Source: an optimization exercise on an open RTL-to-GDS flow (aim: small area, a short achievable clock period and few clock cycles per item). Production flows keep margins and buffers that such runs may drop. The RTL of this run was laid out without a check of its function. Power and IR drop assume default switching activity.

**flow/config.mk**
```make
export PLATFORM = sky130hd
export DESIGN_NAME = filter
export DESIGN_NICKNAME = filter
export VERILOG_FILES = /design/flow/design.v
export SDC_FILE = /design/flow/constraint.sdc
export NUM_CORES = 4
export LEC_CHECK = 0
export CAP_MARGIN = 20
export CORE_MARGIN = 2
export CORE_UTILIZATION = 40
export SLEW_MARGIN = 20
export SYNTH_MEMORY_MAX_BITS = 16384
```
**flow/constraint.sdc**
```tcl
create_clock -name core_clock -period 11.0 [get_ports {clk}]
set_input_delay 2.2000 -clock core_clock [delete_from_list [all_inputs] [get_ports {clk}]]
set_output_delay 2.2000 -clock core_clock [all_outputs]
set_load 0.01 [all_outputs]
```
**flow/design.v**
```verilog
`timescale 1ns / 1ps
module filter
	#(parameter DWIDTH = 16)
	(input clk,
		input rst,
		output req_in,
		input ack_in,
		input [0:DWIDTH-1] data_in,
		output req_out,
		input ack_out,
		output [0:DWIDTH-1] data_out);
	function [11:0] rom1;
		input [7:0] a;
		case (a)
			8'd0: rom1 = 12'd0;
			8'd1: rom1 = 12'd0;
			8'd2: rom1 = 12'd1;
			8'd3: rom1 = 12'd3;
			8'd4: rom1 = 12'd5;
			8'd5: rom1 = 12'd8;
			8'd6: rom1 = 12'd12;
			8'd7: rom1 = 12'd16;
			8'd8: rom1 = 12'd21;
			8'd9: rom1 = 12'd27;
			8'd10: rom1 = 12'd33;
			8'd11: rom1 = 12'd41;
			8'd12: rom1 = 12'd49;
			8'd13: rom1 = 12'd57;
			8'd14: rom1 = 12'd67;
			8'd15: rom1 = 12'd77;
			8'd16: rom1 = 12'd88;
			8'd17: rom1 = 12'd100;
			8'd18: rom1 = 12'd112;
			8'd19: rom1 = 12'd126;
			8'd20: rom1 = 12'd140;
			8'd21: rom1 = 12'd154;
			8'd22: rom1 = 12'd170;
			8'd23: rom1 = 12'd186;
			8'd24: rom1 = 12'd204;
			8'd25: rom1 = 12'd222;
			8'd26: rom1 = 12'd240;
			8'd27: rom1 = 12'd260;
			8'd28: rom1 = 12'd280;
			8'd29: rom1 = 12'd301;
			8'd30: rom1 = 12'd323;
			8'd31: rom1 = 12'd345;
			8'd32: rom1 = 12'd369;
			8'd33: rom1 = 12'd393;
			8'd34: rom1 = 12'd417;
			8'd35: rom1 = 12'd443;
			8'd36: rom1 = 12'd469;
			8'd37: rom1 = 12'd496;
			8'd38: rom1 = 12'd524;
			8'd39: rom1 = 12'd552;
			8'd40: rom1 = 12'd581;
			8'd41: rom1 = 12'd611;
			8'd42: rom1 = 12'd641;
			8'd43: rom1 = 12'd672;
			8'd44: rom1 = 12'd704;
			8'd45: rom1 = 12'd736;
			8'd46: rom1 = 12'd768;
			8'd47: rom1 = 12'd802;
			8'd48: rom1 = 12'd836;
			8'd49: rom1 = 12'd870;
			8'd50: rom1 = 12'd905;
			8'd51: rom1 = 12'd941;
			8'd52: rom1 = 12'd976;
			8'd53: rom1 = 12'd1013;
			8'd54: rom1 = 12'd1050;
			8'd55: rom1 = 12'd1087;
			8'd56: rom1 = 12'd1124;
			8'd57: rom1 = 12'd1162;
			8'd58: rom1 = 12'd1201;
			8'd59: rom1 = 12'd1239;
			8'd60: rom1 = 12'd1278;
			8'd61: rom1 = 12'd1317;
			8'd62: rom1 = 12'd1357;
			8'd63: rom1 = 12'd1396;
			8'd64: rom1 = 12'd1436;
			8'd65: rom1 = 12'd1476;
			8'd66: rom1 = 12'd1516;
			8'd67: rom1 = 12'd1556;
			8'd68: rom1 = 12'd1596;
			8'd69: rom1 = 12'd1636;
			8'd70: rom1 = 12'd1676;
			8'd71: rom1 = 12'd1716;
			8'd72: rom1 = 12'd1756;
			8'd73: rom1 = 12'd1795;
			8'd74: rom1 = 12'd1835;
			8'd75: rom1 = 12'd1874;
			8'd76: rom1 = 12'd1913;
			8'd77: rom1 = 12'd1952;
			8'd78: rom1 = 12'd1991;
			8'd79: rom1 = 12'd2029;
			8'd80: rom1 = 12'd2067;
			8'd81: rom1 = 12'd2104;
			8'd82: rom1 = 12'd2141;
			8'd83: rom1 = 12'd2177;
			8'd84: rom1 = 12'd2213;
			8'd85: rom1 = 12'd2248;
			8'd86: rom1 = 12'd2282;
			8'd87: rom1 = 12'd2316;
			8'd88: rom1 = 12'd2349;
			8'd89: rom1 = 12'd2381;
			8'd90: rom1 = 12'd2413;
			8'd91: rom1 = 12'd2443;
			8'd92: rom1 = 12'd2473;
			8'd93: rom1 = 12'd2501;
			8'd94: rom1 = 12'd2529;
			8'd95: rom1 = 12'd2556;
			8'd96: rom1 = 12'd2581;
			8'd97: rom1 = 12'd2606;
			8'd98: rom1 = 12'd2629;
			8'd99: rom1 = 12'd2651;
			8'd100: rom1 = 12'd2672;
			8'd101: rom1 = 12'd2691;
			8'd102: rom1 = 12'd2709;
			8'd103: rom1 = 12'd2726;
			8'd104: rom1 = 12'd2741;
			8'd105: rom1 = 12'd2755;
			8'd106: rom1 = 12'd2767;
			8'd107: rom1 = 12'd2777;
			8'd108: rom1 = 12'd2786;
			8'd109: rom1 = 12'd2794;
			8'd110: rom1 = 12'd2799;
			8'd111: rom1 = 12'd2803;
			8'd112: rom1 = 12'd2805;
			8'd113: rom1 = 12'd2805;
			8'd114: rom1 = 12'd2803;
			8'd115: rom1 = 12'd2799;
			8'd116: rom1 = 12'd2793;
			8'd117: rom1 = 12'd2785;
			8'd118: rom1 = 12'd2776;
			8'd119: rom1 = 12'd2763;
			8'd120: rom1 = 12'd2749;
			8'd121: rom1 = 12'd2733;
			8'd122: rom1 = 12'd2714;
			8'd123: rom1 = 12'd2693;
			8'd124: rom1 = 12'd2670;
			8'd125: rom1 = 12'd2644;
			8'd126: rom1 = 12'd2616;
			8'd127: rom1 = 12'd2586;
			8'd128: rom1 = 12'd2553;
			8'd129: rom1 = 12'd2517;
			8'd130: rom1 = 12'd2479;
			8'd131: rom1 = 12'd2438;
			8'd132: rom1 = 12'd2395;
			8'd133: rom1 = 12'd2349;
			8'd134: rom1 = 12'd2300;
			8'd135: rom1 = 12'd2249;
			8'd136: rom1 = 12'd2195;
			8'd137: rom1 = 12'd2138;
			8'd138: rom1 = 12'd2078;
			8'd139: rom1 = 12'd2016;
			8'd140: rom1 = 12'd1950;
			8'd141: rom1 = 12'd1882;
			8'd142: rom1 = 12'd1810;
			8'd143: rom1 = 12'd1736;
			8'd144: rom1 = 12'd1659;
			8'd145: rom1 = 12'd1578;
			8'd146: rom1 = 12'd1495;
			8'd147: rom1 = 12'd1409;
			8'd148: rom1 = 12'd1319;
			8'd149: rom1 = 12'd1227;
			8'd150: rom1 = 12'd1131;
			8'd151: rom1 = 12'd1032;
			8'd152: rom1 = 12'd930;
			8'd153: rom1 = 12'd825;
			8'd154: rom1 = 12'd717;
			8'd155: rom1 = 12'd605;
			8'd156: rom1 = 12'd491;
			8'd157: rom1 = 12'd373;
			8'd158: rom1 = 12'd252;
			8'd159: rom1 = 12'd127;
			8'd160: rom1 = 12'd0;
			default: rom1 = 12'd0;
		endcase
	endfunction
	function [14:0] rom2;
		input [7:0] a;
		case (a)
			8'd0: rom2 = 15'd0;
			8'd1: rom2 = 15'd131;
			8'd2: rom2 = 15'd265;
			8'd3: rom2 = 15'd402;
			8'd4: rom2 = 15'd542;
			8'd5: rom2 = 15'd686;
			8'd6: rom2 = 15'd833;
			8'd7: rom2 = 15'd983;
			8'd8: rom2 = 15'd1136;
			8'd9: rom2 = 15'd1293;
			8'd10: rom2 = 15'd1453;
			8'd11: rom2 = 15'd1615;
			8'd12: rom2 = 15'd1782;
			8'd13: rom2 = 15'd1951;
			8'd14: rom2 = 15'd2123;
			8'd15: rom2 = 15'd2299;
			8'd16: rom2 = 15'd2478;
			8'd17: rom2 = 15'd2660;
			8'd18: rom2 = 15'd2844;
			8'd19: rom2 = 15'd3032;
			8'd20: rom2 = 15'd3224;
			8'd21: rom2 = 15'd3418;
			8'd22: rom2 = 15'd3615;
			8'd23: rom2 = 15'd3815;
			8'd24: rom2 = 15'd4018;
			8'd25: rom2 = 15'd4224;
			8'd26: rom2 = 15'd4432;
			8'd27: rom2 = 15'd4644;
			8'd28: rom2 = 15'd4858;
			8'd29: rom2 = 15'd5076;
			8'd30: rom2 = 15'd5296;
			8'd31: rom2 = 15'd5518;
			8'd32: rom2 = 15'd5744;
			8'd33: rom2 = 15'd5972;
			8'd34: rom2 = 15'd6202;
			8'd35: rom2 = 15'd6435;
			8'd36: rom2 = 15'd6671;
			8'd37: rom2 = 15'd6909;
			8'd38: rom2 = 15'd7149;
			8'd39: rom2 = 15'd7392;
			8'd40: rom2 = 15'd7637;
			8'd41: rom2 = 15'd7884;
			8'd42: rom2 = 15'd8134;
			8'd43: rom2 = 15'd8385;
			8'd44: rom2 = 15'd8639;
			8'd45: rom2 = 15'd8895;
			8'd46: rom2 = 15'd9152;
			8'd47: rom2 = 15'd9412;
			8'd48: rom2 = 15'd9673;
			8'd49: rom2 = 15'd9937;
			8'd50: rom2 = 15'd10202;
			8'd51: rom2 = 15'd10468;
			8'd52: rom2 = 15'd10736;
			8'd53: rom2 = 15'd11006;
			8'd54: rom2 = 15'd11277;
			8'd55: rom2 = 15'd11550;
			8'd56: rom2 = 15'd11824;
			8'd57: rom2 = 15'd12099;
			8'd58: rom2 = 15'd12375;
			8'd59: rom2 = 15'd12653;
			8'd60: rom2 = 15'd12931;
			8'd61: rom2 = 15'd13211;
			8'd62: rom2 = 15'd13491;
			8'd63: rom2 = 15'd13772;
			8'd64: rom2 = 15'd14054;
			8'd65: rom2 = 15'd14336;
			8'd66: rom2 = 15'd14620;
			8'd67: rom2 = 15'd14903;
			8'd68: rom2 = 15'd15187;
			8'd69: rom2 = 15'd15472;
			8'd70: rom2 = 15'd15756;
			8'd71: rom2 = 15'd16041;
			8'd72: rom2 = 15'd16326;
			8'd73: rom2 = 15'd16611;
			8'd74: rom2 = 15'd16896;
			8'd75: rom2 = 15'd17180;
			8'd76: rom2 = 15'd17465;
			8'd77: rom2 = 15'd17749;
			8'd78: rom2 = 15'd18033;
			8'd79: rom2 = 15'd18316;
			8'd80: rom2 = 15'd18599;
			8'd81: rom2 = 15'd18881;
			8'd82: rom2 = 15'd19162;
			8'd83: rom2 = 15'd19442;
			8'd84: rom2 = 15'd19722;
			8'd85: rom2 = 15'd20001;
			8'd86: rom2 = 15'd20278;
			8'd87: rom2 = 15'd20554;
			8'd88: rom2 = 15'd20829;
			8'd89: rom2 = 15'd21103;
			8'd90: rom2 = 15'd21375;
			8'd91: rom2 = 15'd21646;
			8'd92: rom2 = 15'd21915;
			8'd93: rom2 = 15'd22183;
			8'd94: rom2 = 15'd22448;
			8'd95: rom2 = 15'd22712;
			8'd96: rom2 = 15'd22974;
			8'd97: rom2 = 15'd23234;
			8'd98: rom2 = 15'd23492;
			8'd99: rom2 = 15'd23748;
			8'd100: rom2 = 15'd24001;
			8'd101: rom2 = 15'd24252;
			8'd102: rom2 = 15'd24500;
			8'd103: rom2 = 15'd24747;
			8'd104: rom2 = 15'd24990;
			8'd105: rom2 = 15'd25231;
			8'd106: rom2 = 15'd25469;
			8'd107: rom2 = 15'd25704;
			8'd108: rom2 = 15'd25936;
			8'd109: rom2 = 15'd26166;
			8'd110: rom2 = 15'd26392;
			8'd111: rom2 = 15'd26615;
			8'd112: rom2 = 15'd26835;
			8'd113: rom2 = 15'd27051;
			8'd114: rom2 = 15'd27265;
			8'd115: rom2 = 15'd27474;
			8'd116: rom2 = 15'd27681;
			8'd117: rom2 = 15'd27883;
			8'd118: rom2 = 15'd28083;
			8'd119: rom2 = 15'd28278;
			8'd120: rom2 = 15'd28470;
			8'd121: rom2 = 15'd28657;
			8'd122: rom2 = 15'd28841;
			8'd123: rom2 = 15'd29021;
			8'd124: rom2 = 15'd29197;
			8'd125: rom2 = 15'd29369;
			8'd126: rom2 = 15'd29536;
			8'd127: rom2 = 15'd29700;
			8'd128: rom2 = 15'd29859;
			8'd129: rom2 = 15'd30014;
			8'd130: rom2 = 15'd30165;
			8'd131: rom2 = 15'd30311;
			8'd132: rom2 = 15'd30452;
			8'd133: rom2 = 15'd30589;
			8'd134: rom2 = 15'd30722;
			8'd135: rom2 = 15'd30850;
			8'd136: rom2 = 15'd30973;
			8'd137: rom2 = 15'd31092;
			8'd138: rom2 = 15'd31206;
			8'd139: rom2 = 15'd31315;
			8'd140: rom2 = 15'd31419;
			8'd141: rom2 = 15'd31518;
			8'd142: rom2 = 15'd31613;
			8'd143: rom2 = 15'd31702;
			8'd144: rom2 = 15'd31787;
			8'd145: rom2 = 15'd31867;
			8'd146: rom2 = 15'd31941;
			8'd147: rom2 = 15'd32011;
			8'd148: rom2 = 15'd32076;
			8'd149: rom2 = 15'd32135;
			8'd150: rom2 = 15'd32189;
			8'd151: rom2 = 15'd32239;
			8'd152: rom2 = 15'd32283;
			8'd153: rom2 = 15'd32322;
			8'd154: rom2 = 15'd32356;
			8'd155: rom2 = 15'd32384;
			8'd156: rom2 = 15'd32408;
			8'd157: rom2 = 15'd32426;
			8'd158: rom2 = 15'd32439;
			8'd159: rom2 = 15'd32447;
			8'd160: rom2 = 15'd32449;
			default: rom2 = 15'd0;
		endcase
	endfunction
	reg ph;                  
	reg [7:0] l;             
	reg shm;                 
	reg [11:0] c1;           
	reg [14:0] c2;           
	reg signed [30:0] m;     
	reg signed [15:0] x0, x1, x2, x3;
	reg [15:0] din;          
	reg dv;                  
	reg rqi, rqo, occ;       
	reg [15:0] out;
	assign req_in = rqi;
	assign req_out = rqo;
	assign data_out = out;
	wire mac_b = ~ph;
	wire en = ~(mac_b & (occ | (shm & ~dv)));
	wire consume = en & mac_b & shm;
	wire load = en & mac_b;
	wire [7:0] addr = ph ? (8'd160 - l) : l;
	wire signed [15:0] xa = ph ? x0 : x3;
	wire signed [15:0] xb = ph ? x1 : x2;
	wire signed [30:0] acc = mac_b ? m : 31'sd0;
	wire signed [30:0] res = acc + xb * $signed({1'b0, c2}) - xa * $signed({1'b0, c1});
	always @(posedge clk) begin
		if (rst | en) begin
			c1 <= rom1(addr);
			c2 <= rom2(addr);
		end
		if (rqi)
			din <= data_in;
		if (rst) begin
			ph <= 1'b0;
			l <= 8'd0;
			shm <= 1'b0;
			m <= 31'sd0;
			x0 <= 16'sd0;
			x1 <= 16'sd0;
			x2 <= 16'sd0;
			x3 <= 16'sd0;
			dv <= 1'b0;
			rqi <= 1'b0;
			rqo <= 1'b0;
			occ <= 1'b0;
			out <= 16'd0;
		end else begin
			if (en) begin
				ph <= ~ph;
				m <= res;
				if (ph) begin
					shm <= (l >= 8'd13);
					l <= (l < 8'd13) ? l + 8'd147 : l - 8'd13;
				end
			end
			if (load)
				out <= res[30:15];
			if (consume) begin
				x0 <= din;
				x1 <= x0;
				x2 <= x1;
				x3 <= x2;
			end
			if (rqi & ack_in)
				dv <= 1'b1;
			else if (consume)
				dv <= 1'b0;
			if (rqi)
				rqi <= ~ack_in;
			else
				rqi <= ~ack_in & (~dv | consume);
			if (load)
				occ <= 1'b1;
			else if (rqo & ack_out)
				occ <= 1'b0;
			if (rqo)
				rqo <= ~ack_out;
			else
				rqo <= ~ack_out & (occ | load);
		end
	end
endmodule
```
**flow/run.sh**
```bash
#!/bin/bash
# synth_recipe.tcl (not shown) runs the flow's synth.tcl, then flattens the netlist and writes it again
# the make line also repeats each setting of config.mk as NAME=value (left out here)
make -C /OpenROAD-flow-scripts/flow DESIGN_CONFIG=/design/flow/config.mk WORK_HOME=/design/flow/orfs CLKGATE_MAP_FILE= SYNTH_SCRIPT=/design/flow/synth_recipe.tcl finish
```
==> run notes <==
- Outcome: finished clean
- Final Max Slew Viols: 0
- Area Overhead vs Synth: 5.60%
- Final Critical Period: between 8000 and 9000 ps
- Max-cap violations: 0
- Initial antenna violation count: 0
- Worst r2r dst: m[29]
- Layout Nets: between 3000 and 4000
- Worst Setup SP: ph
- Power per cell area: 295 mW/mm^2
- Cell area after layout: between 0.03 and 0.04 mm^2
- Worst R2R Setup Slack: roughly 2400 ps
- DP Wirelength: between 70000 and 80000 um
- Die X: 273 um
- Final Hold Fails: 0
- Worst min-delay path class: reg2reg
- Setup crit end: m[29]
- WL final: around 94000 um
- Share of layout cells above drive strength 1: 3.88%
- Asr flop ratio synth: 0%
- Cts hold-fix bufs: 0
- Largest net degree at the start of global routing: roughly 110
- RSZ-0062 raised after global routing: false
- Antenna fix cells: 0
- Reg2reg path depth: 23
- Top post-synthesis cells by area: fa_1, dfxtp_1, inv_1, nand2_1, ha_1
- Gr usage total: around a quarter
- Syn_nets: roughly 4100
- Syn Inst Count: around 3400
- Buffer count from post-CTS setup fixing: 0
- Clk sinks: 168
- CP Launch Type: register
- Crit path capture type: register
- Peak VDD IR: between 0.3 and 0.4 mV
- Actual slew at the worst max-slew pin: roughly 1300 ps
- CTS Buf Count: 17
- Die Area: approximately 0.074 mm^2
- Chip height: ~270 um
- YS warnings: 1
- Worst Path Required: around 11000 ps
- F_max: around 120 MHz
- Unique masters post-synth: just over 80
- Final GP Congestion: a little over 1
- IO Count: 38
- Core footprint: between 0.07 and 0.08 mm^2
- Critical path type: reg2reg
- Seq cells post-synth: 168
- Most frequent cells in the layout: inv_1, nand2_1, fa_1
- Post-CTS Resized: 0
- Routed wire per std cell: between 20 and 25 um
- Commonest non-fill, non-tap cell in the layout: inv_1
- Post-synth EDFFs: 43
- Synth top area share: about 36%
- Mapped cell area: about 0.029 mm^2
- Clock Latency Late Sink: approximately 460 ps
- Worst r2r src: ph
- Gr ovfl total: 0
- DP Area: 0.0299 mm^2
- Max H-tree Level: 4
- Clock buffer depth: 2
- Sequential share of the synthesized area: 13.1%
- Post-route clock period utilization: 77.8%
- I/O Buffers: 37
- Starting density of the core: between 40 and 50%
- Post-synth top area cell: fa_1
- Fin Clk Skew: ~18 ps
- Vias post-DR: approximately 24000
- TritonRoute pass-1 iters: 7
- Vias in the first global route: about 24000
- CP max FO: 37
- # rows: 98
- Clock transition at the registers of the reported paths: 70 ps
- First-pass GRT wire length: around 150000 um
- Root Driver: clkbuf_16
- Register area: between 0.003 and 0.004 mm^2
- Leak Pwr: 13.3 nW
- Mean Syn Cell Area: 8.48 um^2
- Initial drt markers: roughly 2200
- Via-per-instance ratio: 5.62
- CTS tree: done
- Dominant synthesized flop cell: dfxtp_1
- Remaining DRCs: 0
- Post-route ant nets: 0
- Multi-input gate area: about 0.022 mm^2
- TNS Setup: 0 ps
- Worst relative slew slack: about 16%
- Arrival time worst endpoint: 8880 ps
- Final setup fails: 0
- Layout fillers: ~7000
kinds of logic (layout without fill, tap and decap cells):
logic type,after synthesis,after routing,synth area share [%]
AOI/OAI and AO/OA,609,609,13.2
xor gates and xnor gates,53,53,1.75
adders and majority gates,672,672,42.5
buffers and inverters,781,675,10.4
DFF,168,168,13.1
muxes,42,42,1.65
and+or+nand+nor,1082,1082,17.3
worst max-delay path: stages (launching register included):
cell and delay [ps]:
dfxtp_4 690, mux2_2 540, and2_1 270, fa_1 750
inv_1 150, fa_1 490, inv_1 350, fa_1 520
fa_1 640, fa_1 450, fa_1 460, fa_1 490
inv_1 50, fa_1 470, inv_1 40, ha_1 380
nand4_1 140, nor2_1 80, a21o_1 180, a221oi_1 330
a21boi_1 170, o41ai_1 520, or3_1 200, a31oi_1 70
metal layers:
layer | routed length [um] | part of all wire [%] | global-route usage, % | vias up
li1 | - | - | - | 10600
met1 | 35700 | 38 | 31.6 | 12000
met2 | 46900 | 50 | 44.7 | 1035
met3 | 5700 | 6.1 | 2.84 | 288
met4 | 5640 | 6.0 | 13.7 | 0
met5 | 0 | 0 | 0 | -
synth_stat cells (6+ instances only):
| cell | number |
|---|---|
| dfxtp_1 | 125 |
| nand4_1 | 8 |
| nand2b_1 | 12 |
| mux2_2 | 34 |
| o21ai_1 | 7 |
| mux2i_1 | 7 |
| edfxtp_1 | 43 |
| and2_1 | 196 |
| clkbuf_1 | 136 |
| a221oi_1 | 12 |
| a21o_1 | 15 |
| nor2b_1 | 40 |
| a211oi_1 | 26 |
| a21oi_1 | 212 |
| a22oi_1 | 8 |
| o2111ai_1 | 11 |
| buf_1 | 21 |
| nand3b_1 | 9 |
| o21ai_0 | 132 |
| nand3_1 | 44 |
| xnor2_1 | 34 |
| or3_1 | 12 |
| o311ai_0 | 14 |
| fa_1 | 515 |
| nor2_1 | 144 |
| a31oi_1 | 28 |
| nand2_1 | 539 |
| a211o_1 | 7 |
| ha_1 | 157 |
| or4_1 | 6 |
| o22ai_1 | 21 |
| buf_2 | 56 |
| nand4b_1 | 6 |
| nor3_1 | 39 |
| xor2_1 | 15 |
| o21a_1 | 11 |
| o221ai_1 | 13 |
| a311oi_1 | 13 |
| inv_1 | 565 |
| o211ai_1 | 27 |
per-stage QoR:
stage | instances | utilization (%) | hold slack, ps | worst slack, ps | power (W)
6_report | 4251 | 42.7 | 453 | 2440 | 0.00899
3_5_place_dp | 4219 | 41.9 | 443 | 2400 | 0.00824
4_1_cts | 4251 | 42.7 | 453 | 2400 | 0.00888
3_3_place_gp | 4219 | 41.9 | 435 | 2510 | 0.00827
2_1_floorplan | 3407 | - | 427 | 2900 | 0.00617
5_1_grt | 4251 | 42.7 | 473 | 1980 | 0.00980
sequential cells by signal (all words and copies together), names as in the netlist:
register and count:
rqi 1, x0 16, rqo 1, occ 1, c2 15, ph 1
out 16, l 8, m 31, x1 16, shm 1, din 16
x3 16, c1 12, dv 1, x2 16
cell type report:
class / instances / area share [%]
inverters: 565 / 6.95
flip-flops and latches: 168 / 12.5
clock buffers: 20 / 1.46
well taps: 950 / 3.90
multi-input cells: 2458 / 72.6
clock inverters: 12 / 0.373
repair buffers: 78 / 2.23
worst min-delay path by stage:
| stage | start | to | slack [ps] | cells past startpoint |
|---|---|---|---|---|
| global route | out[9] | out[9] | 470 | 2 |
| finish | m[26] | m[26] | 450 | 2 |
| detailed placement | m[15] | m[15] | 440 | 2 |
| CTS | m[8] | m[8] | 450 | 2 |
| global placement | m[6] | m[6] | 440 | 2 |
| floorplan | m[2] | m[2] | 430 | 2 |
power breakdown:
part | leakage [nW] | switching [W] | internal (W)
Combinational | 11.6 | 0.00452 | 0.00271
Clock | 0.271 | 0.000271 | 0.000320
Sequential | 1.47 | 0.000330 | 0.000842

[port drivers added, routing unchanged]
Ports are ideal in the flow. The routed layout listed here was re-timed in OpenROAD. Step 1 (the two cells are an assumption about what drives the block):
set clk [get_ports {clk}]
set_driving_cell -lib_cell sky130_fd_sc_hd__clkbuf_16 $clk
set_driving_cell -lib_cell sky130_fd_sc_hd__buf_2 [delete_from_list [all_inputs] $clk]
Step 2 moves the port delays by t, midway between the first and last clock arrival at a register: inputs arrive t later, outputs are due t later. That takes back most of the time a late clock gives input paths. a / b / c = no drivers / after step 1 / after step 2; a / b = the first two.
shift t [ns]: 0.500
setup WS [ns]: 2.440 / 2.440 / 2.440
clock arrival spread, ns: 0.018 / 0.018
After both steps this run still meets setup and hold. The setup slack of this run moves by 0.000 ns with the drivers and by 0.000 ns with both steps.
